This is an optimization exercise on Yosys and OpenROAD, whose aim is small area, not a production implementation. In this exercise RTL edits were held to simulation tests only and were not proved equivalent to the original. The clock port is modelled as an ideal driver; clocking choices that lean on that would not hold on a real chip. Power figures rest on the tool's default switching activity, not on a simulated workload.

File: design/flow/config.mk
export PLATFORM = sky130hd
export DESIGN_NAME = axi_stream_insert_header_1
export DESIGN_NICKNAME = axi_stream_insert_header_1
export VERILOG_FILES = /design/flow/design.v
export SDC_FILE = /design/flow/constraint.sdc
export NUM_CORES = 4
export LEC_CHECK = 0
export CAP_MARGIN = 20
export CORE_MARGIN = 2
export CORE_UTILIZATION = 40
export SLEW_MARGIN = 20
export SYNTH_HIERARCHICAL = 1
File: design/flow/constraint.sdc
create_clock -name core_clock -period 5.0 [get_ports {clk}]
set_input_delay 1.0000 -clock core_clock [delete_from_list [all_inputs] [get_ports {clk}]]
set_output_delay 1.0000 -clock core_clock [all_outputs]
set_load 0.01 [all_outputs]
File: design/flow/design.v
`timescale 1ns / 1ps
module aihs_ao22 (input a1, input a2, input b1, input b2, output y);
assign y = (a1 & a2) | (b1 & b2);
endmodule
module aihs_aoi222 (input a1, input a2, input b1, input b2, input c1, input c2, output y);
assign y = ~((a1 & a2) | (b1 & b2) | (c1 & c2));
endmodule
module aihs_nand2 (input a, input b, output y);
assign y = ~(a & b);
endmodule
module aihs_nand3 (input a, input b, input c, output y);
assign y = ~(a & b & c);
endmodule
module aihs_nand4 (input a, input b, input c, input d, output y);
assign y = ~(a & b & c & d);
endmodule
module axi_stream_insert_header_1 #(
parameter DATA_WD = 32,
parameter DATA_BYTE_WD = DATA_WD / 8,
parameter BYTE_CNT_WD = $clog2(DATA_BYTE_WD)
) (
input clk,
input rst_n,
input valid_in,
input [DATA_WD-1 : 0] data_in,
input [DATA_BYTE_WD-1 : 0] keep_in,
input last_in,
output ready_in,
output valid_out,
output [DATA_WD-1 : 0] data_out,
output [DATA_BYTE_WD-1 : 0] keep_out,
output last_out,
input ready_out,
input valid_insert,
input [DATA_WD-1 : 0] data_insert,
input [DATA_BYTE_WD-1 : 0] keep_insert,
input [BYTE_CNT_WD-1: 0] byte_insert_cnt,
output ready_insert
);
reg l1, l2, lo0, lo1;
wire pulse = ~l1 & l2;
always @(posedge clk or negedge rst_n)
if (!rst_n) begin
    l1 <= 1'b0; l2 <= 1'b0; lo0 <= 1'b0; lo1 <= 1'b0;
end else begin
    l1 <= last_in; l2 <= l1; lo0 <= pulse; lo1 <= lo0;
end
assign ready_in = ~pulse;
assign last_out = lo1;
reg s_ready, ins, n1;
wire hs = valid_insert & s_ready;
always @(posedge clk or negedge rst_n)
if (!rst_n) begin
    s_ready <= 1'b0; ins <= 1'b0; n1 <= 1'b0;
end else begin
    ins <= hs; s_ready <= ~ins; n1 <= s_ready;
end
assign ready_insert = s_ready;
assign valid_out = ~n1 | s_ready;
wire k1111 = keep_insert == 4'b1111;
wire k0111 = keep_insert == 4'b0111;
wire k0011 = keep_insert == 4'b0011;
wire k0001 = keep_insert == 4'b0001;
wire kval = k1111 | k0111 | k0011 | k0001;
wire en = valid_in & ~pulse & rst_n;    
wire eh = hs & kval;                    
wire en_n = ~en;
wire eh_n = ~eh;
wire ek_n = ~hs;
reg nz1;
always @(posedge clk or negedge rst_n)
if (!rst_n) nz1 <= 1'b0;
else if (en) nz1 <= 1'b1;
wire en1 = en & nz1;
wire [3:0] ehb = {4{eh}} & {k1111, k1111 | k0111, ~k0001, 1'b1};
reg nzh0;
always @(posedge clk or negedge rst_n)
if (!rst_n) nzh0 <= 1'b0;
else if (eh) nzh0 <= 1'b1;
reg [31:0] r1, r2, hdr;
reg [3:0] kin;
reg [3:0] ks;     
wire [31:0] r1_d, r2_d, hdr_d;
wire [3:0] kin_d, ks_d;
wire [3:0] ks_new = {k0001, k0011, k0111, k1111};
genvar i;
generate
for (i = 0; i < 32; i = i + 1) begin : g_w
    aihs_ao22 u_r1 (.a1(en), .a2(data_in[i]), .b1(en_n), .b2(r1[i]), .y(r1_d[i]));
    aihs_ao22 u_r2 (.a1(en1), .a2(r1[i]), .b1(en_n), .b2(r2[i]), .y(r2_d[i]));
    aihs_ao22 u_hd (.a1(ehb[i/8]), .a2(data_insert[i]), .b1(eh_n), .b2(hdr[i]), .y(hdr_d[i]));
end
for (i = 0; i < 4; i = i + 1) begin : g_k
    aihs_ao22 u_ki (.a1(en), .a2(keep_in[i]), .b1(en_n), .b2(kin[i]), .y(kin_d[i]));
    aihs_ao22 u_ks (.a1(hs), .a2(ks_new[i]), .b1(ek_n), .b2(ks[i]), .y(ks_d[i]));
end
endgenerate
always @(posedge clk) begin
    r1 <= r1_d; r2 <= r2_d; hdr <= hdr_d; kin <= kin_d; ks <= ks_d;
end
wire si1 = ins & k0111, si2 = ins & k0011, si3 = ins & k0001;
wire b0 = ~ins & ks[0], b1 = ~ins & ks[1], b2 = ~ins & ks[2], b3 = ~ins & ks[3];
wire ld = (ins & kval) | b0 | b1 | b2 | b3;
wire hold = ~ld;
wire sh = ins & k1111 & nzh0;
wire a1 = (si1 | b1) & nz1, a2 = (si2 | b2) & nz1, a3 = (si3 | b3) & nz1;
reg [31:0] hdo;
reg nzh;
wire [31:0] hdo_d;
generate
for (i = 0; i < 8; i = i + 1) begin : g_h
    wire x3a, x3b, x3c;
    aihs_aoi222 u3a (.a1(sh), .a2(hdr[24+i]), .b1(si1), .b2(data_insert[16+i]), .c1(si2), .c2(data_insert[8+i]), .y(x3a));
    aihs_aoi222 u3b (.a1(si3), .a2(data_insert[i]), .b1(b0), .b2(r2[24+i]), .c1(b1), .c2(r2[16+i]), .y(x3b));
    aihs_aoi222 u3c (.a1(b2), .a2(r2[8+i]), .b1(b3), .b2(r2[i]), .c1(hold), .c2(hdo[24+i]), .y(x3c));
    aihs_nand3 u3 (.a(x3a), .b(x3b), .c(x3c), .y(hdo_d[24+i]));
    wire x2a, x2b, x2c, x2d;
    aihs_aoi222 u2a (.a1(sh), .a2(hdr[16+i]), .b1(si1), .b2(data_insert[8+i]), .c1(si2), .c2(data_insert[i]), .y(x2a));
    aihs_aoi222 u2b (.a1(a3), .a2(r1[24+i]), .b1(b0), .b2(r2[16+i]), .c1(b1), .c2(r2[8+i]), .y(x2b));
    aihs_nand2 u2c (.a(b2), .b(r2[i]), .y(x2c));
    aihs_nand2 u2d (.a(hold), .b(hdo[16+i]), .y(x2d));
    aihs_nand4 u2 (.a(x2a), .b(x2b), .c(x2c), .d(x2d), .y(hdo_d[16+i]));
    wire x1a, x1b, x1c;
    aihs_aoi222 u1a (.a1(sh), .a2(hdr[8+i]), .b1(si1), .b2(data_insert[i]), .c1(a2), .c2(r1[24+i]), .y(x1a));
    aihs_aoi222 u1b (.a1(a3), .a2(r1[16+i]), .b1(b0), .b2(r2[8+i]), .c1(b1), .c2(r2[i]), .y(x1b));
    aihs_nand2 u1c (.a(hold), .b(hdo[8+i]), .y(x1c));
    aihs_nand3 u1 (.a(x1a), .b(x1b), .c(x1c), .y(hdo_d[8+i]));
    wire x0a, x0b;
    aihs_aoi222 u0a (.a1(sh), .a2(hdr[i]), .b1(a1), .b2(r1[24+i]), .c1(a2), .c2(r1[16+i]), .y(x0a));
    aihs_aoi222 u0b (.a1(a3), .a2(r1[8+i]), .b1(b0), .b2(r2[i]), .c1(hold), .c2(hdo[i]), .y(x0b));
    aihs_nand2 u0 (.a(x0a), .b(x0b), .y(hdo_d[i]));
end
endgenerate
always @(posedge clk) hdo <= hdo_d;
always @(posedge clk or negedge rst_n)
if (!rst_n) nzh <= 1'b0;
else if (ld) nzh <= 1'b1;
wire so = ready_out & nzh, sr = ~ready_out;
generate
for (i = 0; i < 32; i = i + 1) begin : g_o
    aihs_ao22 u_o (.a1(so), .a2(hdo[i]), .b1(sr), .b2(r2[i]), .y(data_out[i]));
end
endgenerate
reg [3:0] keep_out_r;
wire [3:0] kl = ({4{k1111}} & kin) | ({4{k0111}} & {kin[2:0], 1'b0})
              | ({4{k0011}} & {kin[1:0], 2'b0}) | ({4{k0001}} & {kin[0], 3'b0})
              | {4{~kval}};
always @(posedge clk or negedge rst_n)
if (!rst_n) keep_out_r <= 4'b0;
else keep_out_r <= valid_out ? 4'b1111 : ({4{lo1}} & kl);
assign keep_out = keep_out_r;
endmodule
File: design/flow/flow/run.sh
#!/bin/bash
# The standard layout (standard.sh) with these changes:
#  - the port buffers are buf_1 instead of the default pick;
#  - CTS builds its tree from clkbuf_4 (root clkbuf_8) with no dummy loads,
#    and post_cts.tcl upsizes leaf buffers whose slew is high.
# make's output goes to make.log; ORFS keeps each step's log under orfs/logs.
set -euo pipefail
export BUFFER_PORTS_ARGS="-buffer_cell sky130_fd_sc_hd__buf_1"
export CTS_ARGS="-sink_clustering_enable -repair_clock_nets -dont_use_dummy_load -root_buf sky130_fd_sc_hd__clkbuf_8 -buf_list sky130_fd_sc_hd__clkbuf_4"
export POST_CTS_TCL="$(pwd)/flow/post_cts.tcl"
bash standard.sh > make.log 2>&1
File: design/flow/flow/post_cts.tcl
estimate_parasitics -placement
set upsized 0
foreach inst [get_cells *] {
  if {[get_property $inst ref_name] == "sky130_fd_sc_hd__clkbuf_4"} {
    set pin [get_pins [get_full_name $inst]/X]
    if {[get_property $pin slew_max] > 0.100} {
      replace_cell [get_full_name $inst] sky130_fd_sc_hd__clkbuf_8
      incr upsized
    }
  }
}
puts "post_cts: upsized $upsized clock buffers"
if {$upsized > 0} {
  detailed_placement
  check_placement -verbose
  estimate_parasitics -placement
}
File: design/flow/standard.sh
#!/bin/bash
# synth_recipe.tcl (not shown) runs the flow's synth.tcl, then flattens the netlist and writes it again
# the make line also repeats each setting of config.mk as NAME=value (left out here)
make -C /OpenROAD-flow-scripts/flow DESIGN_CONFIG=/design/flow/config.mk WORK_HOME=/design/flow/orfs CLKGATE_MAP_FILE= SYNTH_SCRIPT=/design/flow/synth_recipe.tcl "${@:-finish}"
==> key figures, run 1 <==
Synth
  – Synth top cells by count: 136 x a22o_1, 136 x dfxtp_1, 72 x a222oi_1, 37 x nand2_1, 18 x nand3_1
  – Sequential share of the synthesized area: 54.30%
  – Syn nets: 564
  – Seq cells post-synth: 150
  – Post-synth top area cell: dfxtp_1
  – Number of enable flip-flop cells after synthesis: 0
  – Warnings from Yosys: 7
  – Gate Count Post-Synth: 484
  – Post-Synthesis Cell Area: 0.005659 mm2
  – Synth Flop Type: dfxtp_1
  – Top cells by area, synth: dfxtp_1 48%, a22o_1 21%, a222oi_1 13%, dfrtp_1 6.2%, nand2_1 2.5%
  – Mapped Avg Cell Area: 11.69 um2
  – Yosys top cell area share: 48.11%
  – FFs w/ async S/R, synth: about a tenth
  – Distinct cells, synth: 33

Setup path
  – Kind of end point of the critical path: output pin
  – CP Data Arrival Time: 2.26 ns
  – Crit Reg-Reg Endpoint: hdo[14]
  – Worst Setup EP: data_out[30]
  – Worst R2R Path Depth: 6
  – Flop2flop setup slack: 2.73 ns
  – R2R Path Start: ins
  – CP required: 4.00 ns
  – Critical Path Source Type: primary input
  – Worst Setup SP: ready_out
  – CP max FO: 18
  – Crit path kind: primary input to output pin

Timing
  – Slew headroom: 29.69%
  – Worst hold slack: 0.3543 ns
  – Fin crit share: between 60% and 70%
  – Clock Skew: 0.03153 ns
  – Worst Tran Pin Value: 1.055 ns
  – Setup TNS: 0 ns
  – Setup violations, final: 0
  – RSZ-0062 raised after global routing: no
  – PnR worst setup slack: 1.742 ns
  – Final Hold Viols: 0
  – Maximum clock rate: roughly 0.31 GHz
  – Fin. max-slew vios: 0
  – Final min period: 3.258 ns

Placed design
  – GPL Wtd Cong: ~0.85
  – Inst Count DP: 793
  – Post-placement setup slack: 1.547 ns
  – Port Buffers: 117
  – Dpl hpwl: 11.08 mm

Die
  – Die Area: 0.01512 mm2
  – Die X: 122.9 um
  – Initial core utilization: 40.93%
  – Core area: 0.01383 mm2
  – Rows: 43
  – Die Ht: ~120 um
  – I/O pin count: 120

Global routing
  – Initial antenna violation count: 0
  – Total routing usage reported by global routing: 23.44%
  – Via count of the first global-routing pass: 5037
  – Grt ovf: 0
  – Global-route wire length before repair: 27.03 mm
  – Largest net degree at the start of global routing: 41

Min path
  – Min-Delay Path Class: flip-flop to flip-flop

Power and ir drop
  – Leakage Power: around 2.6 nW
  – Overall power: 2.847 mW
  – VDD IR max: 0.1658 mV
  – Pwr/cell area: 429.5 mW/mm2

Clocking
  – Worst skew pair latency: between 0.4 and 0.5 ns
  – Clock sinks: 150
  – CTS tree: yes
  – Clock slew at reported path FFs: 0.07 ns

Drt
  – Drt via density: 6.457
  – Starting DRT DRC Count: between 900 and 1000
  – DRC violation count after routing: 0
  – Pre-antenna DRT Iters: 8
  – WL per Instance: 21.29 um
  – Via count: 5230
  – Post-route ant nets: 0
  – Final WL: roughly 17 mm

Final layout
  – ANT cells: 0
  – Filler-free cell count of the finished design: 810
  – Layout cell share with drive strength beyond 1: approximately 7.1%
  – Fill count: 1313
  – Area of the multi-input gates: 0.002541 mm2
  – Nets@finish: 712
  – Layout overhead on the synthesized area: 17.13%
  – Sequential cell area: 0.003073 mm2

Run status
  – Outcome: complete, no violations

Flow run
  – Max-Cap Viols: 0
==> worst min path at each step <==
stage          depth (start not counted)  slack [ns]   to  from
3_3_place_gp                           0        0.33  lo1   lo0
3_5_place_dp                           0        0.34  lo1   lo0
2_1_floorplan                          0        0.33  lo1   lo0
5_1_grt                                0        0.37  lo1   lo0
6_report                               0        0.35  lo1   lo0
==> area by class of cell <==
| type | count | share of cell area, % |
|---|---|---|
| sequential | 150 | 46.36 |
| multi-input combinational | 320 | 38.34 |
| timing repair buffer | 132 | 8.324 |
| tap | 180 | 3.398 |
| clock buffer | 17 | 2.963 |
| inverter | 11 | 0.6229 |
==> flip-flops by register name, summed over array words and instances (netlist names), 4 cells and up <==
register    flops
hdo            32
ks              4
kin             4
hdr            32
r2             32
keep_out_r      4
r1             32
==> routing by layer <==
metal	up-vias	share of wire [%]	GRT usage (%)
met3	25	8.4	5.720
met2	267	47	36.67
li1	2377	-	-
met5	-	0	0
met1	2561	43	31.44
met4	0	1.7	8.693
==> power breakdown <==
| group | total, mW | internal [mW] | switching [mW] |
|---|---|---|---|
| Sequential | 1.66 | 1.46 | 0.202 |
| Clock | 0.616 | 0.250 | 0.365 |
| Combinational | 0.569 | 0.289 | 0.280 |
| Total | 2.85 | 2.00 | 0.847 |
==> worst max-delay path, cell delays in order <==
cell    delay [ns]
buf_1         0.07
inv_1         0.45
buf_4         0.37
a22o_1        0.19
buf_1         0.16
==> per-module statistics from Yosys, one instance, submodules excluded <==
module / area (um2) / copies in the design / cells
aihs_nand4: 6.256 / 8 / 1
aihs_nand2: 3.754 / 32 / 1
aihs_aoi222: 10.01 / 72 / 1
axi_stream_insert_header_1: 3497 / 1 / 220
aihs_nand3: 5.005 / 16 / 1
aihs_ao22: 8.758 / 136 / 1
==> cells by family (layout without fill, tap and decap cells) <==
logic type             count (synthesis)  in the layout  share of synthesized area [%]
and+or+nand+nor                       93             93                          8.446
DFF                                  150            150                          54.30
AOI/OAI and AO/OA                    227            227                          36.04
buffers and inverters                 14            160                          1.216
==> stage by stage <==
stage                     utilization, %  cell area (um2)
final                              47.94             6629
after global placement             46.51             6431
after floorplan                        -             5659
after detailed placement           46.51             6431
after global routing               47.94             6629
==> placed cells by master, fill, tap and decap left out, types with 10 or more instances in the layout <==
master    netlist  final
inv_1          11     10
a222oi_1       72     72
buf_1           0    117
nand2_1        37     37
clkbuf_8        0     11
a22o_1        136    136
nand3_1        18     18
dfrtp_1        14     14
buf_4           0     15
dfxtp_1       136    136
==> run 2, diff against run 1 <==
--- a/design/flow/flow/post_cts.tcl
+++ b/design/flow/flow/post_cts.tcl
@@ -5,3 +5,3 @@
     set pin [get_pins [get_full_name $inst]/X]
-    if {[get_property $pin slew_max] > 0.100} {
+    if {[get_property $pin slew_max] > 0.115} {
       replace_cell [get_full_name $inst] sky130_fd_sc_hd__clkbuf_8
==> run 2 against run 1 <==
Against the previous run:
- still clean on timing, DRC and antenna
- die area stayed put
- sequential share of layout area increased by 0.35 points
- routed wire length shrank 0.26%
- first-iteration DRC count is 2.9% higher
- register-to-register slack lost 0.07 ns
- core utilization shrank 0.36 points
- fmax shrank 0.19%
==> key figures, run 2 <==
Final layout
  – ANT cells: 0
  – Area of the multi-input gates: 0.002541 mm2
  – Sequential cell area: 0.003073 mm2
  – Layout cell share with drive strength beyond 1: 7.143%
  – Filler-free cell count of the finished design: 810
  – Layout overhead on the synthesized area: 16.25%
  – Most frequent cells in the layout: 136 x a22o_1, 136 x dfxtp_1, 117 x buf_1
  – Nets@finish: 712
  – Fill count: 1318

Power and ir drop
  – Flop pwr share: 59.9%
  – VDD IR max: 0.1630 mV
  – Leakage Power: 2.621 nW
  – Switching portion of total power: 30.25%
  – Logic pwr share: 20.5%
  – Clock Power Share: 19.5%
  – Internal power: between 1.5 and 2 mW
  – Overall power: 2.771 mW
  – Switching power: 0.8380 mW
  – Pwr/cell area: 421.1 mW/mm2

Setup path
  – CP required: roughly 4.0 ns
  – Worst Setup EP: data_out[30]
  – Crit Reg-Reg Endpoint: hdr[9]
  – R2R Path Start: s_ready
  – Critical Path Source Type: primary input
  – Flop2flop setup slack: 2.66 ns
  – Crit path kind: primary input to output pin
  – Worst R2R Path Depth: 6
  – Kind of end point of the critical path: output pin
  – CP Data Arrival Time: 2.26 ns
  – CP max FO: 18
  – Worst Setup SP: ready_out

Timing
  – Worst Tran Pin Value: 1.068 ns
  – PnR worst setup slack: 1.736 ns
  – Final Hold Viols: 0
  – Clock Skew: between 0.03 and 0.04 ns
  – Fin crit share: about 65%
  – Setup TNS: 0 ns
  – Final min period: 3.264 ns
  – Setup violations, final: 0
  – Fin. max-slew vios: 0
  – Slew headroom: 28.79%
  – Maximum clock rate: between 0.3 and 0.4 GHz
  – RSZ-0062 raised after global routing: no

Die
  – Rows: 43
  – Die Ht: 122.9 um
  – Die Area: between 0.015 and 0.02 mm2
  – Core area: 0.01383 mm2
  – I/O pin count: between 100 and 150
  – Initial core utilization: 40.93%
  – Die X: 122.9 um

Drt
  – Final WL: 17.20 mm
  – Post-route ant nets: 0
  – Via count: approximately 5200
  – Pre-antenna DRT Iters: 8
  – WL per Instance: 21.23 um
  – DRC violation count after routing: 0
  – Drt via density: 6.479
  – Starting DRT DRC Count: 958

Global routing
  – Largest net degree at the start of global routing: 41
  – Via count of the first global-routing pass: 5033
  – Grt ovf: 0
  – Global-route wire length before repair: 27.00 mm
  – Total routing usage reported by global routing: 23.38%
  – Initial antenna violation count: 0

Synth
  – Gate Count Post-Synth: 484
  – FFs w/ async S/R, synth: 9.333%
  – Post-Synthesis Cell Area: 0.005659 mm2
  – Mapped Avg Cell Area: approximately 12 um2
  – Top cells by area, synth: dfxtp_1 48%, a22o_1 21%, a222oi_1 13%, dfrtp_1 6.2%, nand2_1 2.5%
  – Yosys top cell area share: 48.11%
  – Synth top cells by count: 136 x a22o_1, 136 x dfxtp_1, 72 x a222oi_1, 37 x nand2_1, 18 x nand3_1
  – Synth Flop Type: dfxtp_1
  – Syn nets: around 560
  – Warnings from Yosys: 7
  – Seq cells post-synth: 150
  – Post-synth top area cell: dfxtp_1
  – Distinct cells, synth: 33
  – Sequential share of the synthesized area: a little over half
  – Number of enable flip-flop cells after synthesis: 0

Min path
  – Min-Delay Path Class: flip-flop to flip-flop
  – Hold path start: lo0

Placed design
  – GPL Wtd Cong: 0.8516
  – Inst Count DP: 793
  – Post-placement setup slack: 1.547 ns
  – Port Buffers: about 120
  – Dpl hpwl: 11.08 mm

Clocking
  – Clock sinks: 150
  – Clock slew at reported path FFs: 0.10 ns
  – Worst skew pair latency: 0.43 ns
  – CTS tree: yes

Run status
  – Outcome: complete, no violations

Flow run
  – Max-Cap Viols: 0
## run 2: cell count changes in the layout (fill, tap and decap cells not counted)
cell | before | now
clkbuf_8 | 11 | 3
clkbuf_4 | 6 | 14
## run 2: cells by family (layout without fill, tap and decap cells)
kind of cell	count (synthesis)	count (layout)	synth area share [%]
compound gates	227	227	36.04
buf+inv	14	160	1.216
flops	150	150	54.30
simple gates	93	93	8.446
## run 2: routing by layer
layer  up-vias  wire (um)  global-route usage (%)
met5         -          0                       0
met4         0        310                   8.621
met3        25       1457                   5.720
met2       275       7964                   36.53
met1      2568       7466                   31.41
li1       2380          -                       -
## run 2: layout make-up
type / count / share of cell area (%)
inverters: 11 / 0.6276
multi-input cells: 320 / 38.63
flip-flops and latches: 150 / 46.71
clock buffers: 17 / 2.225
well taps: 180 / 3.423
repair buffers: 132 / 8.387
## run 2: per-stage QoR
stage	utilization, %	hold slack, ns	area, um2
2_1_floorplan	-	0.3312	5659
3_3_place_gp	46.51	0.3314	6431
3_5_place_dp	46.51	0.3410	6431
5_1_grt	47.58	0.3783	6579
6_report	47.58	0.3628	6579
## run 2: power by group through the flow
stage | registers (mW) | logic (mW) | clock network, mW
after floorplan | 1.62 | 0.400 | 0
after global placement | 1.67 | 0.552 | 0
after detailed placement | 1.68 | 0.567 | 0
after global routing | 1.69 | 0.631 | 0.611
final | 1.66 | 0.569 | 0.542
## run 2: critical path, cell delays in order
cell	delay [ns]
buf_1	0.07
inv_1	0.45
buf_4	0.37
a22o_1	0.20
buf_1	0.16
## run 2: worst min path at each step
stage,endpoint,slack [ns],cells after the start
final,lo1,0.36,0
after global routing,lo1,0.38,0
after detailed placement,lo1,0.34,0
after global placement,lo1,0.33,0
after floorplan,lo1,0.33,0
## run 2: Yosys stat by module (local to each module, per instance)
| module | times used | flops+latches |
|---|---|---|
| aihs_nand4 | 8 | 0 |
| aihs_nand2 | 32 | 0 |
| aihs_aoi222 | 72 | 0 |
| axi_stream_insert_header_1 | 1 | 150 |
| aihs_ao22 | 136 | 0 |
| aihs_nand3 | 16 | 0 |
==> run 3, diff against run 2 <==
--- a/design/flow/config.mk
+++ b/design/flow/config.mk
@@ -7,6 +7,6 @@
 export LEC_CHECK = 0
-export CAP_MARGIN = 20
+export CAP_MARGIN = 0
 export CORE_MARGIN = 2
 export CORE_UTILIZATION = 40
-export SLEW_MARGIN = 20
+export SLEW_MARGIN = 0
 export SYNTH_HIERARCHICAL = 1
==> run 3 against run 2 <==
Against the previous run:
- sequential power about the same
- sequential cell count did not move
- synthesized cell count unchanged
- non-clock buffer count stayed put
- first-iteration DRC count did not move
- fmax hardly changed
- clock skew about the same
- register-to-register slack gained 0.03 ns
- setup slack better by 0.0030 ns
- final cell count is the same
==> key figures, run 3 <==
Drt
  – Via count: 5247
  – Final WL: between 15 and 20 mm
  – Post-route ant nets: 0
  – Pre-antenna DRT Iters: 10
  – DRC violation count after routing: 0
  – WL per Instance: 21.17 um
  – Drt via density: 6.478
  – Starting DRT DRC Count: ~960

Global routing
  – Via count of the first global-routing pass: 5033
  – Grt ovf: 0
  – Largest net degree at the start of global routing: slightly above 40
  – Initial antenna violation count: 0
  – Global-route wire length before repair: 27.00 mm
  – Total routing usage reported by global routing: a little under a quarter

Final layout
  – Layout cell share with drive strength beyond 1: 6.984%
  – Post-Route Utilization: 47.57%
  – Area of the multi-input gates: 0.002540 mm2
  – Most frequent cells in the layout: 136 x a22o_1, 136 x dfxtp_1, 117 x buf_1
  – Fill count: ~1300
  – Layout overhead on the synthesized area: 16.23%
  – ANT cells: 0
  – Sequential cell area: 0.003073 mm2
  – Nets@finish: 712

Placed design
  – GPL Wtd Cong: 0.8516
  – Port Buffers: 117
  – Dpl hpwl: 11.08 mm

Synth
  – Seq cells post-synth: 150
  – Warnings from Yosys: 7
  – Yosys top cell area share: 48.11%
  – Distinct cells, synth: 33
  – Mapped Avg Cell Area: between 10 and 15 um2
  – Synth Flop Type: dfxtp_1
  – Post-synth top area cell: dfxtp_1
  – Post-Synthesis Cell Area: 0.005659 mm2
  – Top cells by area, synth: dfxtp_1 48%, a22o_1 21%, a222oi_1 13%, dfrtp_1 6.2%, nand2_1 2.5%
  – Gate Count Post-Synth: 484
  – Synth top cells by count: 136 x a22o_1, 136 x dfxtp_1, 72 x a222oi_1, 37 x nand2_1, 18 x nand3_1
  – Number of enable flip-flop cells after synthesis: 0
  – FFs w/ async S/R, synth: a little under a tenth
  – Syn nets: 564
  – Sequential share of the synthesized area: 54.30%

Timing
  – Fin. max-slew vios: 0
  – RSZ-0062 raised after global routing: no
  – Final min period: 3.261 ns
  – Worst Tran Pin Value: 1.232 ns
  – Setup violations, final: 0
  – Slew headroom: 17.85%
  – Clock Skew: 0.03403 ns
  – Setup TNS: 0 ns
  – Fin crit share: about two thirds
  – Maximum clock rate: around 0.31 GHz
  – Final Hold Viols: 0

Setup path
  – CP max FO: 18
  – Worst Setup SP: ready_out
  – Crit path kind: primary input to output pin
  – Worst R2R Path Depth: 6
  – R2R Path Start: s_ready
  – Crit Reg-Reg Endpoint: hdr[9]
  – CP required: 4.00 ns
  – CP Data Arrival Time: 2.26 ns
  – Flop2flop setup slack: 2.69 ns
  – Kind of end point of the critical path: output pin
  – Critical Path Source Type: primary input

Die
  – Die Area: 0.01512 mm2
  – Initial core utilization: between 40 and 50%
  – Die Ht: 122.9 um
  – I/O pin count: 120
  – Rows: 43
  – Die X: 122.9 um
  – Core area: approximately 0.014 mm2

Power and ir drop
  – Pwr/cell area: 421.1 mW/mm2
  – Leakage Power: 2.622 nW
  – VDD IR max: 0.1631 mV

Run status
  – Outcome: complete, no violations

Clocking
  – CTS tree: yes
  – Worst skew pair latency: 0.42 ns
  – Clock sinks: 150
  – Clock slew at reported path FFs: 0.10 ns

Min path
  – Min-Delay Path Class: flip-flop to flip-flop
  – Hold path start: lo0
  – Hold depth: 0
  – Hold-critical path endpoint: lo1

Flow run
  – Max-Cap Viols: 0
-- run 3: changes by cell type in the layout (fill, tap and decap cells not counted) --
cell	before	now
and3_1	1	2
and3_2	1	0
-- run 3: layer usage --
metal / part of all wire (%) / up-vias / global-route usage [%]
met1: 43 / 2572 / 31.41
met4: 1.9 / 0 / 8.621
met2: 46 / 274 / 36.53
met5: 0 / - / 0
met3: 8.5 / 23 / 5.720
li1: - / 2378 / -
-- run 3: worst max-delay path, cell delays in order --
cell	delay, ns
buf_1	0.07
inv_1	0.45
buf_4	0.37
a22o_1	0.20
buf_1	0.16
-- run 3: cell families after synthesis --
group	count (synthesis)	share of synthesized area, %
simple gates	93	8.446
buf+inv	14	1.216
flops	150	54.30
compound gates	227	36.04
-- run 3: cell type report --
cell class / instances / area share [%]
clock buffers: 17 / 2.226
inverters: 11 / 0.6277
multi-input cells: 320 / 38.62
flip-flops and latches: 150 / 46.72
well taps: 180 / 3.424
repair buffers: 132 / 8.389
-- run 3: Yosys stat by module, one instance, submodules excluded --
module | times used | flops+latches
aihs_ao22 | 136 | 0
aihs_aoi222 | 72 | 0
aihs_nand2 | 32 | 0
axi_stream_insert_header_1 | 1 | 150
aihs_nand4 | 8 | 0
aihs_nand3 | 16 | 0
-- run 3: per-stage QoR --
step | power (mW) | cell area [um2] | hold slack, ns | setup slack [ns] | cells
floorplan | 2.021 | 5659 | 0.3312 | 1.269 | 484
global placement | 2.225 | 6431 | 0.3314 | 1.600 | 793
detailed placement | 2.245 | 6431 | 0.3410 | 1.547 | 793
global route | 2.936 | 6578 | 0.3783 | 1.650 | 810
finish | 2.770 | 6578 | 0.3628 | 1.739 | 810
-- run 3: worst max-delay path by stage --
stage	end	slack, ns	cells past startpoint
floorplan	data_out[0]	1.27	3
global placement	hdo[23]	1.60	6
detailed placement	hdo[19]	1.55	6
global route	data_out[30]	1.65	5
finish	data_out[30]	1.74	5
-- run 3: where the power goes --
part	internal (mW)	switching, mW	total (mW)
Clock	0.184	0.357	0.541
Sequential	1.46	0.201	1.66
Combinational	0.289	0.279	0.568
==> run 4, diff against run 3 <==
--- a/design/flow/design.v
+++ b/design/flow/design.v
@@ -15,2 +15,38 @@
 assign y = ~(a & b & c & d);
+endmodule
+module aihs_ctl (
+input ins, input [3:0] ks, input [3:0] keep_insert, input nz1, input nzh0,
+input valid_insert, input s_ready, input valid_in, input pulse, input rst_n,
+output k1111, output k0111, output k0011, output k0001, output kval,
+output en, output en_n, output en1, output hs, output ek_n, output eh, output eh_n,
+output [3:0] ehb,
+output si1, output si2, output si3, output b0, output b1, output b2, output b3,
+output ld, output hold, output sh, output a1, output a2, output a3
+);
+assign k1111 = keep_insert == 4'b1111;
+assign k0111 = keep_insert == 4'b0111;
+assign k0011 = keep_insert == 4'b0011;
+assign k0001 = keep_insert == 4'b0001;
+assign kval = k1111 | k0111 | k0011 | k0001;
+assign en = valid_in & ~pulse & rst_n;    
+assign en_n = ~en;
+assign en1 = en & nz1;
+assign hs = valid_insert & s_ready;       
+assign ek_n = ~hs;
+assign eh = hs & kval;                    
+assign eh_n = ~eh;
+assign ehb = {4{eh}} & {k1111, k1111 | k0111, ~k0001, 1'b1};
+assign si1 = ins & k0111;
+assign si2 = ins & k0011;
+assign si3 = ins & k0001;
+assign b0 = ~ins & ks[0];
+assign b1 = ~ins & ks[1];
+assign b2 = ~ins & ks[2];
+assign b3 = ~ins & ks[3];
+assign ld = (ins & kval) | b0 | b1 | b2 | b3;
+assign hold = ~ld;
+assign sh = ins & k1111 & nzh0;
+assign a1 = (si1 | b1) & nz1;
+assign a2 = (si2 | b2) & nz1;
+assign a3 = (si3 | b3) & nz1;
 endmodule
@@ -50,3 +86,2 @@
 reg s_ready, ins, n1;
-wire hs = valid_insert & s_ready;
 always @(posedge clk or negedge rst_n)
@@ -59,13 +94,13 @@
 assign valid_out = ~n1 | s_ready;
-wire k1111 = keep_insert == 4'b1111;
-wire k0111 = keep_insert == 4'b0111;
-wire k0011 = keep_insert == 4'b0011;
-wire k0001 = keep_insert == 4'b0001;
-wire kval = k1111 | k0111 | k0011 | k0001;
-wire en = valid_in & ~pulse & rst_n;    
-wire eh = hs & kval;                    
-wire en_n = ~en;
-wire eh_n = ~eh;
-wire ek_n = ~hs;
-reg nz1;
+wire k1111, k0111, k0011, k0001, kval, en, en_n, en1, hs, ek_n, eh, eh_n;
+wire si1, si2, si3, b0, b1, b2, b3, ld, hold, sh, a1, a2, a3;
+wire [3:0] ehb;
+reg nz1, nzh0;
+reg [3:0] ks;     
+aihs_ctl u_ctl (.ins(ins), .ks(ks), .keep_insert(keep_insert), .nz1(nz1), .nzh0(nzh0),
+    .valid_insert(valid_insert), .s_ready(s_ready), .valid_in(valid_in), .pulse(pulse), .rst_n(rst_n),
+    .k1111(k1111), .k0111(k0111), .k0011(k0011), .k0001(k0001), .kval(kval),
+    .en(en), .en_n(en_n), .en1(en1), .hs(hs), .ek_n(ek_n), .eh(eh), .eh_n(eh_n), .ehb(ehb),
+    .si1(si1), .si2(si2), .si3(si3), .b0(b0), .b1(b1), .b2(b2), .b3(b3),
+    .ld(ld), .hold(hold), .sh(sh), .a1(a1), .a2(a2), .a3(a3));
 always @(posedge clk or negedge rst_n)
@@ -73,5 +108,2 @@
 else if (en) nz1 <= 1'b1;
-wire en1 = en & nz1;
-wire [3:0] ehb = {4{eh}} & {k1111, k1111 | k0111, ~k0001, 1'b1};
-reg nzh0;
 always @(posedge clk or negedge rst_n)
@@ -81,3 +113,2 @@
 reg [3:0] kin;
-reg [3:0] ks;     
 wire [31:0] r1_d, r2_d, hdr_d;
@@ -100,8 +131,2 @@
 end
-wire si1 = ins & k0111, si2 = ins & k0011, si3 = ins & k0001;
-wire b0 = ~ins & ks[0], b1 = ~ins & ks[1], b2 = ~ins & ks[2], b3 = ~ins & ks[3];
-wire ld = (ins & kval) | b0 | b1 | b2 | b3;
-wire hold = ~ld;
-wire sh = ins & k1111 & nzh0;
-wire a1 = (si1 | b1) & nz1, a2 = (si2 | b2) & nz1, a3 = (si3 | b3) & nz1;
 reg [31:0] hdo;
--- a/design/flow/config.mk
+++ b/design/flow/config.mk
@@ -7,6 +7,6 @@
 export LEC_CHECK = 0
-export CAP_MARGIN = 0
+export CAP_MARGIN = 20
 export CORE_MARGIN = 2
 export CORE_UTILIZATION = 40
-export SLEW_MARGIN = 0
+export SLEW_MARGIN = 20
 export SYNTH_HIERARCHICAL = 1
==> run 4 against run 3 <==
Against the previous run:
- combinational power shrank 13%
- routed wire length increased by 3.0%
- setup slack better by 0.16 ns
- largest power group unchanged
- register-to-register slack lost 0.27 ns
- fmax increased by 5.1%
- highest routed layer unchanged
- count of clock-buffer cells in the layout unchanged
- core utilization decreased by 0.32 points
- critical path depth increased by 1
- clock power is 0.9% higher
- critical endpoint is now hdo[23]
- die area is 0.90% lower
- sequential share of layout area is 0.50 points higher
==> key figures, run 4 <==
Drt
  – Pre-antenna DRT Iters: 8
  – Via count: approximately 5200
  – Post-route ant nets: 0
  – Starting DRT DRC Count: 1215
  – DRC violation count after routing: 0
  – Drt via density: about 6.6
  – WL per Instance: 22.13 um
  – Final WL: 17.66 mm

Die
  – Initial core utilization: roughly two fifths
  – Core area: 0.01377 mm2
  – Die Area: 0.01498 mm2
  – I/O pin count: 120
  – Rows: 43
  – Die Ht: 122.4 um
  – Die X: 122.4 um

Synth
  – Top cells by area, synth: dfxtp_1 49%, a22o_1 21%, a222oi_1 13%, dfrtp_1 6.2%, nand2_1 2.7%
  – Warnings from Yosys: 7
  – FFs w/ async S/R, synth: 9.333%
  – Yosys top cell area share: a little under 50%
  – Mapped Avg Cell Area: 11.80 um2
  – Syn nets: 555
  – Seq cells post-synth: 150
  – Sequential share of the synthesized area: between 50 and 60%
  – Number of enable flip-flop cells after synthesis: 0
  – Post-Synthesis Cell Area: 0.005607 mm2
  – Synth top cells by count: 136 x a22o_1, 136 x dfxtp_1, 73 x a222oi_1, 41 x nand2_1, 19 x nand3_1
  – Gate Count Post-Synth: between 400 and 500
  – Synth Flop Type: dfxtp_1
  – Post-synth top area cell: dfxtp_1
  – Distinct cells, synth: 28

Final layout
  – Layout overhead on the synthesized area: 16.07%
  – Post-Layout Inst Area: ~0.0065 mm2
  – Nets@finish: 700
  – Most frequent cells in the layout: 136 x a22o_1, 136 x dfxtp_1, 117 x buf_1
  – ANT cells: 0
  – Layout cell share with drive strength beyond 1: 7.282%

Timing
  – Fin crit share: about 62%
  – Setup violations, final: 0
  – Maximum clock rate: approximately 0.32 GHz
  – PnR worst setup slack: 1.897 ns
  – Fin. max-slew vios: 0
  – Setup TNS: 0 ns
  – Final Hold Viols: 0
  – Clock Skew: 0.03256 ns
  – RSZ-0062 raised after global routing: no
  – Worst Tran Pin Value: 1.035 ns
  – Slew headroom: between 30% and 40%
  – Final min period: 3.103 ns

Global routing
  – Largest net degree at the start of global routing: 39
  – Total routing usage reported by global routing: 23.44%
  – Initial antenna violation count: 0
  – Grt ovf: 0
  – Via count of the first global-routing pass: approximately 5000
  – Global-route wire length before repair: between 20 and 30 mm

Setup path
  – Largest stage delay on the critical path: 0.91 ns
  – Crit path max-delay family: compound AO/OA/AOI/OAI gates
  – Crit path max-delay cell type: o21a_1
  – Kind of end point of the critical path: flip-flop
  – R2R Path Start: ins
  – Flop2flop setup slack: 2.42 ns
  – CP max FO: 24
  – CP bufs+invs: 1
  – CP Data Arrival Time: 3.45 ns
  – Crit path kind: primary input to flip-flop
  – Crit Reg-Reg Endpoint: hdo[23]
  – Worst R2R Path Depth: 4
  – Critical Path Source Type: primary input
  – CP required: 5.35 ns
  – Crit-path cells: buf_1 > nor4b_4 > and2_1 > o21a_1 > a222oi_1 > nand4_1

Flow run
  – Max-Cap Viols: 0

Placed design
  – Port Buffers: 117
  – GPL Wtd Cong: around 0.85
  – Dpl hpwl: approximately 11 mm
  – Post-placement setup slack: 1.487 ns
  – Dpl cell area: 0.006346 mm2

Power and ir drop
  – Leakage Power: 2.583 nW
  – Pwr/cell area: 407.0 mW/mm2
  – VDD IR max: 0.1863 mV

Min path
  – Min-Delay Path Class: flip-flop to flip-flop
  – Hold-critical path endpoint: lo1
  – Hold depth: 0
  – Hold path start: lo0

Clocking
  – Worst skew pair latency: 0.44 ns
  – Clock slew at reported path FFs: 0.08 ns
  – Clock sinks: 150
  – CTS tree: yes

Run status
  – Outcome: complete, no violations
run 4: power breakdown:
group	total [mW]	internal, mW	switching, mW	leakage, nW
logic	0.492	0.247	0.246	1.22
clock network	0.546	0.184	0.362	0.0860
registers	1.61	1.42	0.186	1.28
total	2.65	1.85	0.794	2.58
run 4: worst max path at each step:
stage                     cells past startpoint  slack, ns           start  endpoint
final                                         6       1.90  keep_insert[3]   hdo[23]
after global routing                          7       1.68           rst_n    r2[21]
after detailed placement                      7       1.49           rst_n    r2[18]
after global placement                        7       1.56           rst_n    r2[25]
after floorplan                               5       1.27           rst_n     r2[0]
run 4: metrics by stage:
step | power (mW) | hold slack [ns] | util [%] | std cells
6_report | 2.648 | 0.3645 | 47.25 | 798
5_1_grt | 2.782 | 0.3827 | 47.25 | 798
3_5_place_dp | 2.117 | 0.3512 | 46.08 | 781
3_3_place_gp | 2.097 | 0.3335 | 46.08 | 781
2_1_floorplan | 1.909 | 0.3312 | - | 475
run 4: logic make-up (layout without fill, tap and decap cells):
kind of cell           Yosys count  after routing  share of synthesized area, %
AOI/OAI and AO/OA              221            221                         35.86
buffers and inverters            7            150                        0.5356
DFF                            150            150                         54.81
and+or+nand+nor                 97             97                         8.793
run 4: metal layers:
| layer | vias up | global-route usage [%] | part of all wire [%] |
|---|---|---|---|
| met2 | 328 | 35.59 | 45 |
| li1 | 2347 | - | - |
| met3 | 28 | 6.366 | 11 |
| met5 | - | 0 | 0 |
| met4 | 0 | 9.267 | 1.7 |
| met1 | 2540 | 31.70 | 42 |
run 4: final cells by class:
class                      count  area [um2]
tap                          180       225.2
multi-input combinational    318        2526
sequential                   150        3073
clock buffer                  17       146.4
fill                        1351        7266
timing repair buffer         127       514.2
inverter                       6       22.52
run 4: modules after synthesis, one instance, submodules excluded:
| module | cells | copies in the design |
|---|---|---|
| axi_stream_insert_header_1 | 173 | 1 |
| aihs_nand2 | 1 | 32 |
| aihs_nand3 | 1 | 16 |
| aihs_nand4 | 1 | 8 |
| aihs_aoi222 | 1 | 72 |
| aihs_ao22 | 1 | 136 |
| aihs_ctl | 38 | 1 |
run 4: worst reg2reg max path: cells and delay by family, from the launching register on:
family	cells	cell delay, ns
simple gates	2	0.72
flops	1	0.59
compound gates	2	1.21
==> run 5, diff against run 4 <==
--- a/design/flow/flow/post_cts.tcl
+++ b/design/flow/flow/post_cts.tcl
@@ -5,3 +5,3 @@
     set pin [get_pins [get_full_name $inst]/X]
-    if {[get_property $pin slew_max] > 0.115} {
+    if {[get_property $pin slew_max] > 0.110} {
       replace_cell [get_full_name $inst] sky130_fd_sc_hd__clkbuf_8
==> run 5 against run 4 <==
Against the previous run:
- area after synthesis unchanged
- power increased by 0.43%
- clock skew decreased by 0.0031 ns
- sequential power about the same
- still clean
- worst hold slack about the same
- sequential share of layout area about the same
- non-clock buffer count unchanged
- count of clock-buffer cells in the layout unchanged
- via count increased by 0.53%
- final cell count unchanged
==> key figures, run 5 <==
Synth
  – Yosys top cell area share: 48.56%
  – Number of enable flip-flop cells after synthesis: 0
  – Warnings from Yosys: 7
  – Seq cells post-synth: 150
  – Post-Synthesis Cell Area: 0.005607 mm2
  – Syn nets: between 500 and 600
  – Post-synth top area cell: dfxtp_1
  – Synth top cells by count: 136 x a22o_1, 136 x dfxtp_1, 73 x a222oi_1, 41 x nand2_1, 19 x nand3_1
  – FFs w/ async S/R, synth: 9.333%
  – Synth Flop Type: dfxtp_1
  – Distinct cells, synth: 28
  – Gate Count Post-Synth: 475
  – Top cells by area, synth: dfxtp_1 49%, a22o_1 21%, a222oi_1 13%, dfrtp_1 6.2%, nand2_1 2.7%
  – Sequential share of the synthesized area: a little over half
  – Mapped Avg Cell Area: 11.80 um2

Power and ir drop
  – Flop pwr share: between 60% and 70%
  – Leakage Power: 2.585 nW
  – Overall power: 2.660 mW
  – Switching portion of total power: 29.96%
  – Switching power: between 0.7 and 0.8 mW
  – Internal power: 1.863 mW
  – Logic pwr share: 18.5%
  – VDD IR max: 0.1863 mV
  – Clock Power Share: 20.9%
  – Pwr/cell area: slightly above 400 mW/mm2

Drt
  – DRC violation count after routing: 0
  – Post-route ant nets: 0
  – WL per Instance: between 20 and 25 um
  – Drt via density: 6.605
  – Via count: 5271
  – Pre-antenna DRT Iters: 10
  – Final WL: around 18 mm
  – Starting DRT DRC Count: ~1200

Die
  – Die Ht: 122.4 um
  – Rows: 43
  – Die Area: 0.01498 mm2
  – Die X: 122.4 um
  – Initial core utilization: ~41%
  – Core area: 0.01377 mm2
  – I/O pin count: 120

Final layout
  – Post-Layout Inst Area: 0.006514 mm2
  – Most frequent cells in the layout: 136 x a22o_1, 136 x dfxtp_1, 117 x buf_1
  – Layout cell share with drive strength beyond 1: 7.282%
  – Layout overhead on the synthesized area: 16.18%
  – Nets@finish: 700
  – ANT cells: 0

Global routing
  – Initial antenna violation count: 0
  – Global-route wire length before repair: 26.55 mm
  – Largest net degree at the start of global routing: 39
  – Via count of the first global-routing pass: 5016
  – Total routing usage reported by global routing: 23.45%
  – Grt ovf: 0

Setup path
  – Largest stage delay on the critical path: 0.92 ns
  – Crit path max-delay cell type: o21a_1
  – CP required: 5.34 ns
  – Kind of end point of the critical path: flip-flop
  – R2R Path Start: ins
  – CP max FO: 24
  – Crit path kind: primary input to flip-flop
  – Crit-path cells: buf_1 > nor4b_4 > and2_1 > o21a_1 > a222oi_1 > nand3_1
  – Worst Setup SP: keep_insert[3]
  – CP Data Arrival Time: 3.46 ns
  – Critical Path Source Type: primary input

Timing
  – Worst hold slack: 0.3645 ns
  – Maximum clock rate: ~0.32 GHz
  – RSZ-0062 raised after global routing: no
  – Setup TNS: 0 ns
  – Worst Tran Pin Value: 1.049 ns
  – Slew headroom: 30.03%
  – Setup violations, final: 0
  – Final Hold Viols: 0
  – Fin crit share: 62.30%
  – Final min period: 3.115 ns
  – Fin. max-slew vios: 0
  – Clock Skew: roughly 0.029 ns

Clocking
  – Worst skew pair latency: 0.43 ns
  – Clock sinks: 150
  – CTS tree: yes
  – Clock slew at reported path FFs: 0.08 ns

Min path
  – Min-Delay Path Class: flip-flop to flip-flop
  – Hold path start: lo0

Flow run
  – Max-Cap Viols: 0

Placed design
  – Dpl cell area: 0.006346 mm2
  – Dpl hpwl: 11.01 mm
  – GPL Wtd Cong: 0.8500
  – Port Buffers: 117

Run status
  – Outcome: complete, no violations
-- run 5: final timing paths --
| kind | endpoint | slack [ns] | cells past startpoint |
|---|---|---|---|
| max in group asynchronous | keep_out_r[3] | 3.85 | 1 |
| min | lo1 | 0.36 | 0 |
| min in group asynchronous | nz1 | 0.63 | 1 |
| max reg2reg | hdo[12] | 2.41 | 4 |
| min reg2reg | lo1 | 0.36 | 0 |
| max | hdo[12] | 1.88 | 6 |
-- run 5: worst max-delay path: cells and delay by family --
kind                   cells  cell delay, ns
and+or+nand+nor            3            1.07
AOI/OAI and AO/OA          2            1.21
buffers and inverters      1            0.16
-- run 5: per-stage QoR --
step	instances	setup WS [ns]	util (%)
2_1_floorplan	475	1.268	-
3_3_place_gp	781	1.560	46.08
3_5_place_dp	781	1.487	46.08
5_1_grt	798	1.676	47.29
6_report	798	1.885	47.29
-- run 5: power groups by stage --
stage               Clock (mW)  Sequential (mW)  Combinational (mW)
floorplan                    0             1.57               0.336
global placement             0             1.62               0.475
detailed placement           0             1.63               0.488
global route             0.614             1.64               0.540
finish                   0.556             1.61               0.493
-- run 5: cells by family (layout without fill, tap and decap cells) --
group	Yosys count	after routing	share of synthesized area (%)
buffers and inverters	7	150	0.5356
AO/OA/AOI/OAI	221	221	35.86
flip-flops	150	150	54.81
AND/OR/NAND/NOR	97	97	8.793
-- run 5: cell type report --
type / instances / area [um2]
Fill cell: 1350 / 7259
Sequential cell: 150 / 3073
Multi-Input combinational cell: 318 / 2526
Timing Repair Buffer: 127 / 514.2
Tap cell: 180 / 225.2
Clock buffer: 17 / 152.6
Inverter: 6 / 22.52
-- run 5: metal layers --
| layer | wire [um] | GRT usage, % | share of wire, % |
|---|---|---|---|
| met1 | 7611 | 31.70 | 43 |
| met2 | 7968 | 35.63 | 45 |
| met3 | 1830 | 6.366 | 10 |
| met4 | 328 | 9.267 | 1.8 |
| met5 | 0 | 0 | 0 |
-- run 5: modules after synthesis (local to each module, per instance) --
module,copies in the design,flip-flops and latches,cells inside
aihs_ao22,136,0,1
aihs_aoi222,72,0,1
aihs_ctl,1,0,38
aihs_nand2,32,0,1
aihs_nand3,16,0,1
aihs_nand4,8,0,1
axi_stream_insert_header_1,1,150,173
==> run 6, diff against run 5 <==
--- a/design/flow/config.mk
+++ b/design/flow/config.mk
@@ -9,3 +9,4 @@
 export CORE_MARGIN = 2
-export CORE_UTILIZATION = 40
+export CORE_UTILIZATION = 65
+export PLACE_DENSITY = 0.8
 export SLEW_MARGIN = 20
==> run 6 against run 5 <==
Against the previous run:
- critical endpoint is now hdo[21]
- worst hold slack worse by 0.012 ns
- area after synthesis unchanged
- clock power about the same
- power up 0.24%
- critical path depth unchanged
- setup slack worse by 0.089 ns
- count of clock-buffer cells in the layout unchanged
==> key figures, run 6 <==
Die
  – Core area: a little over 0.008 mm2
  – Die X: 96.88 um
  – Die Ht: 96.88 um
  – I/O pin count: 120
  – Rows: 33
  – Die Area: 0.009385 mm2
  – Initial core utilization: 67.56%

Global routing
  – Largest net degree at the start of global routing: 70
  – Total routing usage reported by global routing: 34.44%
  – Grt ovf: 0
  – Global-route wire length before repair: 26.16 mm
  – Via count of the first global-routing pass: 5304
  – Initial antenna violation count: 0

Setup path
  – Critical Path Source Type: primary input
  – R2R Path Start: ins
  – CP required: 5.34 ns
  – Flop2flop setup slack: about 2.3 ns
  – Worst Setup SP: keep_insert[1]
  – Crit Reg-Reg Endpoint: hdo[21]
  – Kind of end point of the critical path: flip-flop
  – Worst R2R Path Depth: 4
  – CP max FO: 24
  – Worst Setup EP: hdo[21]
  – Crit path kind: primary input to flip-flop
  – CP Data Arrival Time: 3.54 ns

Timing
  – Worst Tran Pin Value: 1.097 ns
  – Fin. max-slew vios: 0
  – Worst hold slack: 0.3525 ns
  – Setup violations, final: 0
  – Setup TNS: 0 ns
  – Clock Skew: between 0.03 and 0.04 ns
  – Fin crit share: 64.09%
  – Maximum clock rate: roughly 0.31 GHz
  – Final min period: 3.204 ns
  – Final Hold Viols: 0
  – RSZ-0062 raised after global routing: no
  – Slew headroom: between 20% and 30%

Clocking
  – Clock slew at reported path FFs: roughly 0.080 ns
  – CTS tree: yes
  – Clock sinks: 150
  – Worst skew pair latency: about 0.43 ns

Synth
  – Gate Count Post-Synth: 475
  – Mapped Avg Cell Area: 11.80 um2
  – Number of enable flip-flop cells after synthesis: 0
  – Post-Synthesis Cell Area: ~0.0056 mm2
  – Top cells by area, synth: dfxtp_1 49%, a22o_1 21%, a222oi_1 13%, dfrtp_1 6.2%, nand2_1 2.7%
  – Seq cells post-synth: 150
  – Synth top cells by count: 136 x a22o_1, 136 x dfxtp_1, 73 x a222oi_1, 41 x nand2_1, 19 x nand3_1
  – Warnings from Yosys: 7
  – Yosys top cell area share: around half
  – Synth Flop Type: dfxtp_1
  – Post-synth top area cell: dfxtp_1
  – Sequential share of the synthesized area: 54.81%
  – Distinct cells, synth: 28
  – Syn nets: 555
  – FFs w/ async S/R, synth: 9.333%

Final layout
  – Nets@finish: ~700
  – Layout cell share with drive strength beyond 1: 6.969%
  – Layout overhead on the synthesized area: 14.35%
  – Most frequent cells in the layout: 136 x a22o_1, 136 x dfxtp_1, 117 x buf_1
  – ANT cells: 0

Drt
  – Via count: 5394
  – Detail Route met2 WL: 7.711 mm
  – Pre-antenna DRT Iters: 11
  – Starting DRT DRC Count: 814
  – Final WL: 16.48 mm
  – Drt via density: 7.471
  – Top Metal Used: met4
  – Metal-1 WL: 6.227 mm
  – WL per Instance: between 20 and 25 um
  – Routed wl met3: roughly 2.1 mm
  – Post-route ant nets: 0
  – DRC violation count after routing: 0

Run status
  – Outcome: complete, no violations

Placed design
  – GPL Wtd Cong: 0.9240
  – Port Buffers: 117
  – Dpl hpwl: 9.958 mm

Power and ir drop
  – Leakage Power: 2.582 nW
  – Pwr/cell area: 415.9 mW/mm2
  – VDD IR max: 0.3012 mV

Min path
  – Min-Delay Path Class: flip-flop to flip-flop

Flow run
  – Max-Cap Viols: 0
-- run 6: cell count changes in the layout (fill, tap and decap cells not counted) --
cell | before | now
clkbuf_4 | 13 | 12
clkbuf_8 | 4 | 5
nand2_1 | 40 | 41
nand2_2 | 1 | 0
buf_4 | 10 | 9
nor2_4 | 1 | 0
nor2_2 | 0 | 1
-- run 6: worst min path at each step --
stage | from | to | slack (ns) | cells past startpoint
floorplan | lo0 | lo1 | 0.33 | 0
global placement | lo0 | lo1 | 0.33 | 0
detailed placement | lo0 | lo1 | 0.34 | 0
global route | lo0 | lo1 | 0.36 | 0
finish | lo0 | lo1 | 0.35 | 0
-- run 6: cell families (layout without fill, tap and decap cells) --
| group | count (synthesis) | after routing | share of synthesized area [%] |
|---|---|---|---|
| compound gates | 221 | 221 | 35.86 |
| buf+inv | 7 | 149 | 0.5356 |
| flops | 150 | 150 | 54.81 |
| simple gates | 97 | 97 | 8.793 |
-- run 6: cell type report --
cell class | instances | area, um2
repair buffers | 126 | 506.7
fillers | 576 | 1888
inverters | 6 | 22.52
multi-input cells | 318 | 2519
well taps | 105 | 131.4
clock buffers | 17 | 158.9
flip-flops and latches | 150 | 3073
-- run 6: worst max-delay path, stage by stage --
cell,delay [ns]
buf_1,0.15
nor4b_4,0.41
and2_1,0.60
o21a_1,0.96
a222oi_1,0.29
nand4_1,0.13
-- run 6: Yosys stat by module, one instance, submodules excluded --
| module | flops+latches | area [um2] | cells |
|---|---|---|---|
| aihs_nand4 | 0 | 6.256 | 1 |
| axi_stream_insert_header_1 | 150 | 3206 | 173 |
| aihs_aoi222 | 0 | 10.01 | 1 |
| aihs_ctl | 0 | 239.0 | 38 |
| aihs_ao22 | 0 | 8.758 | 1 |
| aihs_nand2 | 0 | 3.754 | 1 |
| aihs_nand3 | 0 | 5.005 | 1 |
-- run 6: report_power, final --
part	internal [mW]	switching (mW)	total (mW)	leakage, nW
Clock	0.201	0.359	0.559	0.0912
Combinational	0.246	0.245	0.491	1.21
Sequential	1.42	0.192	1.62	1.28
Total	1.87	0.795	2.67	2.58
-- run 6: metrics by stage --
step | std cells | power, mW | setup WS, ns | utilization (%) | area [um2]
final | 722 | 2.666 | 1.796 | 77.25 | 6411
after global routing | 722 | 2.784 | 1.694 | 77.25 | 6411
after global placement | 705 | 2.076 | 1.601 | 75.24 | 6245
after detailed placement | 705 | 2.109 | 1.453 | 75.24 | 6245
after floorplan | 475 | 1.909 | 1.268 | - | 5607
-- run 6: per-layer routing --
metal  global-route usage, %  vias up
li1                        -     2338
met1                   44.28     2562
met2                   54.11      435
met3                   9.971       59
met4                   15.17        0
met5                       0        -
==> run 7, diff against run 6 <==
--- a/design/flow/design.v
+++ b/design/flow/design.v
@@ -13,4 +13,4 @@
 endmodule
-module aihs_nand4 (input a, input b, input c, input d, output y);
-assign y = ~(a & b & c & d);
+module aihs_nand2aoi22 (input x1, input x2, input a1, input a2, input b1, input b2, output y);
+assign y = ~(x1 & x2 & ~((a1 & a2) | (b1 & b2)));
 endmodule
@@ -141,8 +141,6 @@
     aihs_nand3 u3 (.a(x3a), .b(x3b), .c(x3c), .y(hdo_d[24+i]));
-    wire x2a, x2b, x2c, x2d;
+    wire x2a, x2b;
     aihs_aoi222 u2a (.a1(sh), .a2(hdr[16+i]), .b1(si1), .b2(data_insert[8+i]), .c1(si2), .c2(data_insert[i]), .y(x2a));
     aihs_aoi222 u2b (.a1(a3), .a2(r1[24+i]), .b1(b0), .b2(r2[16+i]), .c1(b1), .c2(r2[8+i]), .y(x2b));
-    aihs_nand2 u2c (.a(b2), .b(r2[i]), .y(x2c));
-    aihs_nand2 u2d (.a(hold), .b(hdo[16+i]), .y(x2d));
-    aihs_nand4 u2 (.a(x2a), .b(x2b), .c(x2c), .d(x2d), .y(hdo_d[16+i]));
+    aihs_nand2aoi22 u2 (.x1(x2a), .x2(x2b), .a1(b2), .a2(r2[i]), .b1(hold), .b2(hdo[16+i]), .y(hdo_d[16+i]));
     wire x1a, x1b, x1c;
--- a/design/flow/config.mk
+++ b/design/flow/config.mk
@@ -9,4 +9,3 @@
 export CORE_MARGIN = 2
-export CORE_UTILIZATION = 65
-export PLACE_DENSITY = 0.8
+export CORE_UTILIZATION = 40
 export SLEW_MARGIN = 20
==> run 7 against run 6 <==
Against the previous run:
- still clean
- sequential share of layout area decreased by 0.95 points
- die area increased by 59%
- power increased by 1.1%
- largest power group unchanged
- highest routed layer unchanged
- clock skew increased by 0.0073 ns
- largest cell class unchanged
==> key figures, run 7 <==
Synth
  – Top cells by area, synth: dfxtp_1 49%, a22o_1 21%, a222oi_1 13%, dfrtp_1 6.3%, nand3_1 2.4%
  – Synth top cells by count: 136 x a22o_1, 136 x dfxtp_1, 73 x a222oi_1, 27 x nand3_1, 25 x nand2_1
  – Distinct cells, synth: 27
  – Number of enable flip-flop cells after synthesis: 0
  – Post-Synth Simple-Gate Area: 7.556%
  – Post-synthesis mux area share: 0%
  – Syn nets: 547
  – Area share of fa/ha/maj cells after synthesis: 0%
  – Synth Flop Type: dfxtp_1
  – Seq cells post-synth: 150
  – Post-synth top area cell: dfxtp_1
  – Synth Area in Compound Gates: between 30% and 40%
  – Largest family of logic cells by synthesized area: compound AO/OA/AOI/OAI gates
  – Post-synthesis xor/xnor area fraction: 0%
  – Sequential share of the synthesized area: ~55%
  – Yosys top cell area share: 48.65%
  – FFs w/ async S/R, synth: under 10%
  – Mapped Avg Cell Area: 11.98 um2
  – Gate Count Post-Synth: 467
  – Post-Synthesis Cell Area: 0.005597 mm2
  – Warnings from Yosys: 7

Drt
  – DRC violation count after routing: 0
  – WL per Instance: 22.03 um
  – Pre-antenna DRT Iters: 8
  – Starting DRT DRC Count: around 1000
  – Post-route ant nets: 0
  – Final WL: 17.47 mm
  – Via count: 5170
  – Drt via density: 6.520

Placed design
  – Port Buffers: 117
  – GPL Wtd Cong: between 0.8 and 0.9
  – Dpl cell area: 0.006366 mm2
  – Dpl hpwl: roughly 11 mm

Power and ir drop
  – Overall power: 2.696 mW
  – Pwr/cell area: 412.1 mW/mm2
  – Leakage Power: around 2.6 nW
  – VDD IR max: 0.1731 mV

Timing
  – Slew headroom: 29.82%
  – Worst Tran Pin Value: 1.053 ns
  – Final min period: 3.474 ns
  – Clock Skew: 0.03982 ns
  – Maximum clock rate: 0.2878 GHz
  – Final Hold Viols: 0
  – Setup TNS: 0 ns
  – Fin crit share: 69.48%
  – Setup violations, final: 0
  – RSZ-0062 raised after global routing: no
  – Fin. max-slew vios: 0

Setup path
  – CP max FO: 18
  – Worst R2R Path Depth: 4
  – Crit path kind: primary input to output pin
  – Kind of end point of the critical path: output pin
  – Critical Path Source Type: primary input
  – Crit Reg-Reg Endpoint: hdo[23]
  – Flop2flop setup slack: approximately 2.4 ns
  – R2R Path Start: ins
  – CP required: 4.00 ns
  – CP Data Arrival Time: 2.47 ns

Clocking
  – Clock slew at reported path FFs: approximately 0.07 ns
  – Worst skew pair latency: 0.45 ns
  – Clock sinks: 150
  – CTS tree: yes

Global routing
  – Via count of the first global-routing pass: ~4900
  – Total routing usage reported by global routing: 23.45%
  – Largest net degree at the start of global routing: 70
  – Initial antenna violation count: 0
  – Global-route wire length before repair: 26.61 mm
  – Grt ovf: 0

Final layout
  – ANT cells: 0
  – Nets@finish: approximately 700
  – Most frequent cells in the layout: 136 x a22o_1, 136 x dfxtp_1, 117 x buf_1
  – Post-Layout Inst Area: ~0.0065 mm2
  – Post-Route Utilization: 47.49%
  – Layout cell share with drive strength beyond 1: 7.667%
  – Layout overhead on the synthesized area: 16.88%

Min path
  – Hold-critical path endpoint: lo1
  – Hold depth: 0
  – Min-Delay Path Class: flip-flop to flip-flop
  – Hold path start: lo0

Die
  – Core area: around 0.014 mm2
  – Die Area: 0.01495 mm2
  – Rows: 43
  – Die X: roughly 120 um
  – I/O pin count: 120
  – Die Ht: 122.3 um
  – Initial core utilization: 40.63%

Run status
  – Outcome: complete, no violations

Flow run
  – Max-Cap Viols: 0
run 7: cell count changes after synthesis:
cell | previous run | this run
a22oi_1 | 2 | 10
nand2_1 | 41 | 25
nand3_1 | 19 | 27
nand4_1 | 8 | 0
run 7: area by class of cell:
cell class              instances  area [um2]
well taps                     180       225.2
repair buffers                130       544.3
inverters                       6       22.52
flip-flops and latches        150        3073
clock buffers                  17       171.4
fillers                      1340        7232
multi-input cells             310        2505
run 7: metrics by stage:
step           hold slack [ns]  instances  worst slack (ns)
3_3_place_gp            0.3390        775             1.608
3_5_place_dp            0.3386        776             1.543
6_report                0.3651        793             1.526
5_1_grt                 0.3784        793             1.457
2_1_floorplan           0.3312        467             1.268
run 7: cells by family (layout without fill, tap and decap cells):
kind of cell | Yosys count | in the layout
AND/OR/NAND/NOR | 81 | 81
buffers and inverters | 7 | 153
AO/OA/AOI/OAI | 229 | 229
flip-flops | 150 | 150
run 7: worst max path at each step:
stage	startpoint	slack, ns	cells past startpoint	endpoint
2_1_floorplan	rst_n	1.27	5	r2[0]
3_3_place_gp	ready_out	1.61	4	data_out[15]
3_5_place_dp	keep_insert[0]	1.54	6	hdo[20]
5_1_grt	ready_out	1.46	5	data_out[15]
6_report	ready_out	1.53	5	data_out[15]
run 7: modules after synthesis (local to each module, per instance):
module,times used,cells
aihs_ctl,1,38
aihs_nand2aoi22,8,2
aihs_nand3,16,1
aihs_aoi222,72,1
aihs_ao22,136,1
axi_stream_insert_header_1,1,173
aihs_nand2,16,1
run 7: routing by layer:
| layer | part of all wire (%) | vias to the layer above | track usage [%] |
|---|---|---|---|
| met5 | 0 | - | 0 |
| li1 | - | 2333 | - |
| met3 | 10 | 42 | 6.087 |
| met1 | 43 | 2488 | 31.22 |
| met4 | 2.7 | 0 | 10.99 |
| met2 | 45 | 307 | 35.63 |
run 7: where the power goes:
part / internal, mW / total (mW) / switching [mW]
sequential: 1.42 / 1.61 / 0.186
clock: 0.217 / 0.592 / 0.375
combinational: 0.250 / 0.493 / 0.243
run 7: worst max-delay path, cell delays in order:
cell,delay [ns]
buf_1,0.10
and2_1,0.56
buf_4,0.39
a22o_1,0.24
buf_1,0.17

[re-timing with driven ports]
In the flow no input, the clock included, has a driving cell. The finished layouts below were timed again as built, in two steps.
Step 1 assumes that a clkbuf_16 drives the clock port and a buf_2 every other input.
Step 2 times the ports against the registers' clock, not the clock port: input delays grow and output delays shrink by t, the midpoint of the rising clock arrivals with the driver on.
a / b / c = no drivers / after step 1 / after step 2; a / b = the first two.
run | t, ns | slack for setup (ns) | worst setup path at the end | worst register clock-pin slew, ns
run 1 | 0.460 | 1.742 / 1.718 / 1.528 | input to register | 0.09 / 0.09
run 2 | 0.448 | 1.736 / 1.712 / 1.488 | input to register | 0.11 / 0.11
run 3 | 0.445 | 1.739 / 1.715 / 1.498 | input to register | 0.11 / 0.11
run 4 | 0.452 | 1.897 / 1.910 / 1.459 | input to register | 0.12 / 0.12
run 5 | 0.450 | 1.885 / 1.900 / 1.450 | input to register | 0.10 / 0.10
run 6 | 0.443 | 1.796 / 1.800 / 1.357 | input to register | 0.11 / 0.11
run 7 | 0.461 | 1.526 / 1.487 / 1.433 | input to register | 0.11 / 0.11
After both steps setup and hold are still met in every run listed. The setup slack of run 6, which loses most, moves by +0.004 ns with the drivers and by -0.439 ns with both steps.
